Background: an optimization exercise with open tools, aiming at small area. Do not read the settings as production practice. The RTL was checked by simulation tests, not by an equivalence proof against the original design. No driver is modelled on the clock port, so clock power and skew are understated where the tree is cut down; a real chip needs a root buffer or a tree. No activity file was given, so power comes from the tool's default toggle rates.

// alu8
module alu8(input clk,
            input rst,
            input [7:0] operand_1,
            input [7:0] operand_2,
            input [3:0] opcode,
            output reg [7:0] alu_out,
            output reg z_flag,
            output reg cy_flag,
            output reg sign_flag);
  wire [7:0] result;
  wire z_next, cy_next, sign_next;
  ALU a1(operand_1, operand_2, opcode, z_flag, cy_flag, sign_flag, rst,
         z_next, cy_next, sign_next, result);
  always @(posedge clk) begin
    alu_out   <= result;
    z_flag    <= z_next;
    cy_flag   <= cy_next;
    sign_flag <= sign_next;
  end
endmodule
For scale: ~96 cells after synthesis, roughly 33 I/O pins, ~830 um^2 of cells after synthesis.
clock: 5.0 ns
lec_check: 0
cap_margin: 20
core_area: 2 2 59 59
die_area: 0 0 61 61
gpl_timing_driven: 0
slew_margin: 20
standard.sh (not shown) runs the stock make flow with config.mk's settings and CLKGATE_MAP_FILE= SYNTH_SCRIPT=/design/flow/synth_recipe.tcl, a recipe that flattens the netlist after the stock synthesis.
==> flow/flow/run.sh <==
#!/bin/bash
# Own layout flow: the standard ORFS flow (standard.sh) with
#  * our own synthesis script (flow/synth.tcl),
#  * port buffers of the smallest buffer cell (buf_1) instead of ORFS's pick,
#  * two clock buffers for the 11 registers instead of CTS's tree
#    (flow/cts_post.tcl, run at the end of ORFS's CTS step).
# Each tool's output goes to ORFS's own logs under orfs/logs; make's output
# to flow_make.log.
set -euo pipefail
W=$(pwd)
export OWN_FLOW_DIR=$W/flow
export OWN_CLOCK_BUFFER=sky130_fd_sc_hd__buf_2
export OWN_CLOCK_BUFFERS=2
bash standard.sh \
  SYNTH_SCRIPT=$W/flow/synth.tcl \
  "BUFFER_PORTS_ARGS=-buffer_cell sky130_fd_sc_hd__buf_1" \
  POST_CTS_TCL=$W/flow/cts_post.tcl SKIP_CTS_REPAIR_TIMING=1 SKIP_INCREMENTAL_REPAIR=1 \
  finish > $W/flow_make.log 2>&1
==> flow/flow/cts_post.tcl <==
# Runs at the end of ORFS's CTS step (POST_CTS_TCL). The design has only a
# few registers, so CTS's H-tree (a root buffer, leaf buffers and a dummy
# load) is replaced by OWN_CLOCK_BUFFERS buffers of cell OWN_CLOCK_BUFFER,
# each driving the clock pins of a group of nearby registers, all fed
# straight from the clock port.
set db [ord::get_db]
set block [ord::get_db_block]
set clk_net [[$block findBTerm clk] getNet]
set cell $::env(OWN_CLOCK_BUFFER)
set nbuf $::env(OWN_CLOCK_BUFFERS)

# remove the clock buffers and dummy loads CTS inserted
foreach inst [$block getInsts] {
  set name [$inst getName]
  if { [string match clkbuf_* $name] || [string match clkload* $name] } {
    set nets {}
    foreach it [$inst getITerms] {
      set n [$it getNet]
      if { $n != "NULL" && $n != $clk_net } { lappend nets $n }
    }
    puts "own cts: removing $name ([[$inst getMaster] getName])"
    odb::dbInst_destroy $inst
    foreach n [lsort -unique $nets] {
      if { [llength [$n getITerms]] == 0 && [llength [$n getBTerms]] == 0 } {
        odb::dbNet_destroy $n
      }
    }
  }
}

# the registers' clock pins, with their positions
set sinks {}
foreach inst [$block getInsts] {
  set m [[$inst getMaster] getName]
  if { [string match sky130_fd_sc_hd__df* $m] } {
    set bb [$inst getBBox]
    lappend sinks [list [$inst findITerm CLK] \
      [expr { ([$bb xMin] + [$bb xMax]) / 2 }] [expr { ([$bb yMin] + [$bb yMax]) / 2 }]]
  }
}
puts "own cts: [llength $sinks] registers, $nbuf buffers"

# groups of nearly equal size: the registers sorted along the direction in
# which they spread most, cut into OWN_CLOCK_BUFFERS consecutive runs
set xs {}
set ys {}
foreach s $sinks { lappend xs [lindex $s 1]; lappend ys [lindex $s 2] }
set spanx [expr { [tcl::mathfunc::max {*}$xs] - [tcl::mathfunc::min {*}$xs] }]
set spany [expr { [tcl::mathfunc::max {*}$ys] - [tcl::mathfunc::min {*}$ys] }]
set axis [expr { $spanx >= $spany ? 1 : 2 }]
set sorted [lsort -integer -index $axis $sinks]
set n [llength $sorted]
set groups {}
set cent {}
for {set k 0} {$k < $nbuf} {incr k} {
  set lo [expr { ($k * $n) / $nbuf }]
  set hi [expr { (($k + 1) * $n) / $nbuf - 1 }]
  set grp [lrange $sorted $lo $hi]
  set sx 0
  set sy 0
  foreach s $grp { set sx [expr { $sx + [lindex $s 1] }]; set sy [expr { $sy + [lindex $s 2] }] }
  lappend groups $grp
  lappend cent [list [expr { $sx / [llength $grp] }] [expr { $sy / [llength $grp] }]]
}

set k 0
foreach grp $groups c $cent {
  if { [llength $grp] == 0 } continue
  set buf [odb::dbInst_create $block [$db findMaster $cell] clkbuf_regs_$k]
  set net [odb::dbNet_create $block clknet_regs_$k]
  $net setSigType CLOCK
  [$buf findITerm A] connect $clk_net
  [$buf findITerm X] connect $net
  foreach s $grp {
    set it [lindex $s 0]
    $it disconnect
    $it connect $net
  }
  $buf setLocation [lindex $c 0] [lindex $c 1]
  $buf setPlacementStatus PLACED
  puts "own cts: buffer $k drives [llength $grp] registers"
  incr k
}
detailed_placement
check_placement -verbose
estimate_parasitics -placement
report_clock_skew
report_checks -path_delay min_max
Other scripts of this flow, unchanged in this note and not shown: flow/flow/abc_1.script, flow/flow/abc_2.script, flow/flow/abc_3.script, flow/flow/abc_4.script, flow/flow/synth.tcl
Next try:
--- a/flow/flow/run.sh
+++ b/flow/flow/run.sh
@@ -4,3 +4,3 @@
 #  * port buffers of the smallest buffer cell (buf_1) instead of ORFS's pick,
-#  * two clock buffers for the 11 registers instead of CTS's tree
+#  * one clock buffer for the 11 registers instead of CTS's tree
 #    (flow/cts_post.tcl, run at the end of ORFS's CTS step).
@@ -11,4 +11,4 @@
 export OWN_FLOW_DIR=$W/flow
-export OWN_CLOCK_BUFFER=sky130_fd_sc_hd__buf_2
-export OWN_CLOCK_BUFFERS=2
+export OWN_CLOCK_BUFFER=sky130_fd_sc_hd__buf_4
+export OWN_CLOCK_BUFFERS=1
 bash standard.sh \
The changed run passed the timing, design-rule and antenna checks. Worst setup slack gains 6.0 ps. Sequential share of layout area stays flat. Total power goes down slightly. Worst hold slack stays flat. Combinational power is about the same. Final cell count goes down slightly. Wire length goes down slightly. Design area barely changes.
No run of this note takes its clock network from TritonCTS; it comes from the design's own scripts or RTL.

afterwards: timing with drivers on the ports:
In the flow no input, the clock included, has a driving cell. The finished layouts below were timed again as built, in two steps. Step 1 sets driving cells, clkbuf_16 on the clock port and buf_2 on the other inputs (assumed; they add their load-dependent delay and slew). Step 2 adds t to the input delays and takes it off the output delays; t is the mean of the earliest and latest rising clock arrival at the registers after step 1. Input paths then give back, and output paths get back, about the clock's delay inside the block. a / b / c = ideal / step 1 / step 2; a / b = the first two.
run	shift t [ns]	setup WS [ns]	slew at the worst register clock pin (ns)	worst data-port slew with drivers (ns)
the first run	0.154	0.093 / 0.096 / -0.058	0.10 / 0.10	0.03
the second run	0.165	0.099 / 0.098 / -0.067	0.11 / 0.11	0.03
With both steps, setup timing fails in the first run and the second run, where it was met with ideal ports. The setup slack of the second run, which loses most, moves by -0.001 ns with the drivers and by -0.166 ns with both steps.
